Background: an optimization exercise with open tools, aiming at small area, a short achievable clock period and few clock cycles. Do not read the settings as production practice.
In this exercise RTL edits were held to simulation tests only and were not proved equivalent to the original.

## v56
// subterranean_lwc
module subterranean_lwc
#(parameter ASYNC_RSTN = 0,
parameter G_PWIDTH = 32,
parameter G_SWIDTH = 32,
parameter G_SEGMENT_SIZE_BITS = 16,
parameter G_HASH_SIZE_WORDS = 8,
parameter G_TAG_SIZE_WORDS = 4
)
(
    input wire clk,
    input wire rst,
    input wire [(G_PWIDTH-1):0] pdi_data,
    input wire pdi_valid,
    output wire pdi_ready,
    input wire [(G_SWIDTH-1):0] sdi_data,
    input wire sdi_valid,
    output wire sdi_ready,
    output wire [(G_PWIDTH-1):0] do_data,
    output wire do_valid,
    input wire do_ready,
    output wire do_last
);
==> flow/config.mk <==
export PLATFORM = sky130hd
export DESIGN_NAME = subterranean_lwc
export DESIGN_NICKNAME = subterranean_lwc
export VERILOG_FILES = /design/flow/design.v
export SDC_FILE = /design/flow/constraint.sdc
export NUM_CORES = 4
export LEC_CHECK = 0
export ABC_CLOCK_PERIOD_IN_PS = 2000
export CAP_MARGIN = 20
export CORE_MARGIN = 2
export CORE_UTILIZATION = 40
export CTS_CLUSTER_DIAMETER = 100
export CTS_CLUSTER_SIZE = 24
export SETUP_SLACK_MARGIN = 2.8
export SLEW_MARGIN = 20
export TNS_END_PERCENT = 5
==> flow/constraint.sdc <==
create_clock -name core_clock -period 5.0 [get_ports {clk}]
set_input_delay 1.0000 -clock core_clock [delete_from_list [all_inputs] [get_ports {clk}]]
set_output_delay 1.0000 -clock core_clock [all_outputs]
set_load 0.01 [all_outputs]
standard.sh (not shown) runs the stock make flow with config.mk's settings and CLKGATE_MAP_FILE= SYNTH_SCRIPT=/design/flow/synth_recipe.tcl, a recipe that flattens the netlist after the stock synthesis.
==> flow/flow/run.sh <==
#!/bin/bash
# The standard layout, except that the port buffers are plain buffers
# (buffer_ports otherwise picks a delay cell, clkdlybuf4s50_1, for them).
set -euo pipefail
export BUFFER_PORTS_ARGS="-buffer_cell sky130_fd_sc_hd__buf_2"
bash standard.sh finish > make_finish.log 2>&1
v56 ended with every stage complete and zero timing, DRC or antenna violations.
Testbench counts of v56, summed over its fixed seeds: cycles 13,182.
Relative to v56, the following input files were edited for v40:
Settings: ABC_CLOCK_PERIOD_IN_PS: 2000 -> 2300.
-- flow/flow/run.sh --
<<< v56, line 4
set -euo pipefail
export BUFFER_PORTS_ARGS="-buffer_cell sky130_fd_sc_hd__buf_2"
bash standard.sh finish > make_finish.log 2>&1
>>> v40, line 4
set -euo pipefail
export BUFFER_PORTS_ARGS="-buffer_cell sky130_fd_sc_hd__buf_4"
bash standard.sh finish > make_finish.log 2>&1
[summary]
- Changes observed in v40 relative to v56: setup TNS after final layout held, net total in the final layout held, via count went up 1.2%.
- Compared v40 vs v56, and utilization is up in v40.
- Summary of v40 over v56: global-route usage over all layers neither gained nor lost much.
- v40: hold slack is 0.0037 ns lower than what v56 reported.
## Diff of input files: v44 against v40
Settings: swapping 2300 for 2000 in ABC_CLOCK_PERIOD_IN_PS; swapping 2.8 for 2.65 in SETUP_SLACK_MARGIN.
### Flow results
Across v44 and v40, the outcome is the same: a clean finish for every run.
Re number of antenna violations at the first check in global routing: no difference whatsoever between v44 and v40.
Where worst setup slack is concerned, v40 is better than v44.
Insertion delay of the later-clocked pin in the worst-skew pair across v44 and v40: no real change.
[diff] post-layout instance area, v44 relative to v40: improvement
After synthesis and placement, the instance count of v44 is below that of v40.
Minimum clock period: v44 vs v40 up 0.20 ns
Summary of the comparison: total area of multi-input combinational cells is lower in v44, relative to v40.
When v44 is measured against v40, its number of stages on the worst setup path turns out 1 higher.
v44 vs v40 — sequential share of layout area rose 0.52 points.
~same clock skew in v44 and v40
#### Input delta (v50 over v44)
Settings: SETUP_SLACK_MARGIN now 2.8, was 2.65; PLACE_DENSITY now 0.75, previously not set.
==> run notes <==
Normalized max-slew margin (higher): v50. v50 vs v44, fmax went up by 10%. Status: worst-case clock skew parity (v44, v50).


run 2:
Another version of the RTL of subterranean_lwc (not shown whole).
For scale: about 410 flip-flops, about 110 I/O pins, roughly 27,000 um^2 of cells after synthesis.
// subterranean_lwc
module subterranean_lwc
#(parameter ASYNC_RSTN = 0,
parameter G_PWIDTH = 32,
parameter G_SWIDTH = 32,
parameter G_SEGMENT_SIZE_BITS = 16,
parameter G_HASH_SIZE_WORDS = 8,
parameter G_TAG_SIZE_WORDS = 4
)
(
    input wire clk,
    input wire rst,
    input wire [(G_PWIDTH-1):0] pdi_data,
    input wire pdi_valid,
    output wire pdi_ready,
    input wire [(G_SWIDTH-1):0] sdi_data,
    input wire sdi_valid,
    output wire sdi_ready,
    output wire [(G_PWIDTH-1):0] do_data,
    output wire do_valid,
    input wire do_ready,
    output wire do_last
);
Settings: LEC_CHECK=0, ABC_CLOCK_PERIOD_IN_PS=2000, CAP_MARGIN=20, CORE_MARGIN=2, CORE_UTILIZATION=40, CTS_CLUSTER_DIAMETER=100, CTS_CLUSTER_SIZE=24, SETUP_SLACK_MARGIN=2.8, SLEW_MARGIN=20, TNS_END_PERCENT=5; clock period 5.0 ns.
==> flow/flow/run.sh <==
#!/bin/bash
# The standard layout, except that the port buffers are plain buffers
# (buffer_ports otherwise picks a delay cell, clkdlybuf4s50_1, for them).
set -euo pipefail
export BUFFER_PORTS_ARGS="-buffer_cell sky130_fd_sc_hd__buf_4"
bash standard.sh finish > make_finish.log 2>&1
Testbench counts of run 2, summed over its fixed seeds: cycles 13,309.
Changes in run 3 relative to run 2:
Settings: an added PLACE_DENSITY of 0.72; a change of CORE_UTILIZATION from 40 to 60.
Results
- Run 2 reached the final stage; the timing, DRC and antenna checks on its layout passed.
- Run 3 completed every stage of the flow, and the final layout passed the timing, DRC and antenna checks.
- Of run 2 and run 3, run 3 shows the higher largest stage delay on the critical path, with run 2 below it.
- On first-pass GRT wire length, run 3 tracks run 2 almost exactly.
- In terms of post-synthesis instance area, run 3 and run 2 differ only marginally.
- Run 3 ended up with met4 as its uppermost metal layer occupied by signal nets; run 2 ended up with met5.


subterranean_lwc with an RTL version that a note above also has.
Size: about 3100 cells after synthesis, roughly 400 flip-flops, roughly 110 I/O pins, ~27000 sq um of cells after synthesis.
Design subterranean_lwc, start of the top module:
module subterranean_lwc
#(parameter ASYNC_RSTN = 0,
parameter G_PWIDTH = 32,
parameter G_SWIDTH = 32,
parameter G_SEGMENT_SIZE_BITS = 16,
parameter G_HASH_SIZE_WORDS = 8,
parameter G_TAG_SIZE_WORDS = 4
)
(
    input wire clk,
    input wire rst,
    input wire [(G_PWIDTH-1):0] pdi_data,
    input wire pdi_valid,
    output wire pdi_ready,
    input wire [(G_SWIDTH-1):0] sdi_data,
    input wire sdi_valid,
    output wire sdi_ready,
    output wire [(G_PWIDTH-1):0] do_data,
    output wire do_valid,
    input wire do_ready,
    output wire do_last
);
==> flow/config.mk <==
export PLATFORM = sky130hd
export DESIGN_NAME = subterranean_lwc
export DESIGN_NICKNAME = subterranean_lwc
export VERILOG_FILES = /design/flow/design.v
export SDC_FILE = /design/flow/constraint.sdc
export NUM_CORES = 4
export LEC_CHECK = 0
export ABC_CLOCK_PERIOD_IN_PS = 2000
export CAP_MARGIN = 20
export CORE_MARGIN = 2
export CORE_UTILIZATION = 40
export CTS_CLUSTER_DIAMETER = 100
export CTS_CLUSTER_SIZE = 24
export SETUP_SLACK_MARGIN = 3.0
export SLEW_MARGIN = 20
export TNS_END_PERCENT = 5
==> flow/constraint.sdc <==
create_clock -name core_clock -period 5.0 [get_ports {clk}]
set_input_delay 1.0000 -clock core_clock [delete_from_list [all_inputs] [get_ports {clk}]]
set_output_delay 1.0000 -clock core_clock [all_outputs]
set_load 0.01 [all_outputs]
Scripts as last shown in full above: flow/flow/run.sh
Testbench counts at the start, summed over its fixed seeds: cycles 13,182.
Rerun with:
--- a/flow/config.mk
+++ b/flow/config.mk
@@ -9,8 +9,9 @@
 export CAP_MARGIN = 20
 export CORE_MARGIN = 2
-export CORE_UTILIZATION = 40
+export CORE_UTILIZATION = 55
 export CTS_CLUSTER_DIAMETER = 100
 export CTS_CLUSTER_SIZE = 24
-export SETUP_SLACK_MARGIN = 3.0
+export PLACE_DENSITY = 0.75
+export SETUP_SLACK_MARGIN = 2.8
 export SLEW_MARGIN = 20
 export TNS_END_PERCENT = 5
What happened:
- hold slack is better by 13 ps
- count of clock-buffer cells in the layout goes down by 3
- global-route usage grows by 11 points
- routed wire length hardly moves
- maximum frequency drops by 5.6%
Rerun with:
--- a/flow/config.mk
+++ b/flow/config.mk
@@ -9,8 +9,8 @@
 export CAP_MARGIN = 20
 export CORE_MARGIN = 2
-export CORE_UTILIZATION = 55
+export CORE_UTILIZATION = 40
 export CTS_CLUSTER_DIAMETER = 100
 export CTS_CLUSTER_SIZE = 24
-export PLACE_DENSITY = 0.75
+export PLACE_DENSITY = 0.88
 export SETUP_SLACK_MARGIN = 2.8
 export SLEW_MARGIN = 20
Wire length decreases by 8.7%.
Via count decreases by 0.42%.
Area after synthesis is unchanged.
Worst setup slack stays flat.
Cell area increases by 0.71%.
Clock-buffer cell count increases by 3.
Sequential share of layout area decreases by 0.28 points.
Die area increases by 37%.

-- what the ideal ports hide --
How much do the figures lean on ideal ports? The routed layouts below were timed once more, with nothing changed but the port constraints. Step 1 (the two cells are an assumption about what drives the block):
set clk [get_ports {clk}]
set_driving_cell -lib_cell sky130_fd_sc_hd__clkbuf_16 $clk
set_driving_cell -lib_cell sky130_fd_sc_hd__buf_2 [delete_from_list [all_inputs] $clk]
Step 2, shift: input delay + t, output delay - t, t = (earliest + latest rising clock arrival at the registers) / 2. This alone moves slack from input paths to output paths. a / b / c = no drivers / after step 1 / after step 2; a / b = the first two.
| run | shift t [ns] | setup WS [ns] | worst data-port slew with drivers (ns) | pins driven straight from the clock port |
|---|---|---|---|---|
| v56 | 0.668 | 2.620 / 2.627 / 1.987 | 0.11 | 1 |
| v40 | 0.661 | 2.714 / 2.690 / 2.079 | 0.09 | 1 |
| v44 | 0.659 | 2.515 / 2.515 / 1.956 | 0.09 | 1 |
| v50 | 0.630 | 2.740 / 2.709 / 2.141 | 0.07 | 1 |
| run 2 | 0.645 | 2.453 / 2.453 / 1.882 | 0.08 | 1 |
| run 3 | 0.629 | 2.389 / 2.389 / 1.842 | 0.07 | 1 |
| the first run of note 3 | 0.668 | 2.745 / 2.745 / 2.133 | 0.11 | 1 |
| the second run of note 3 | 0.621 | 2.612 / 2.647 / 2.026 | 0.10 | 1 |
| the third run of note 3 | 0.637 | 2.613 / 2.613 / 2.065 | 0.10 | 1 |
After both steps every run listed still meets setup and hold. For v40, which loses most, drivers alone change the setup slack by -0.024 ns; drivers and shift together by -0.635 ns.
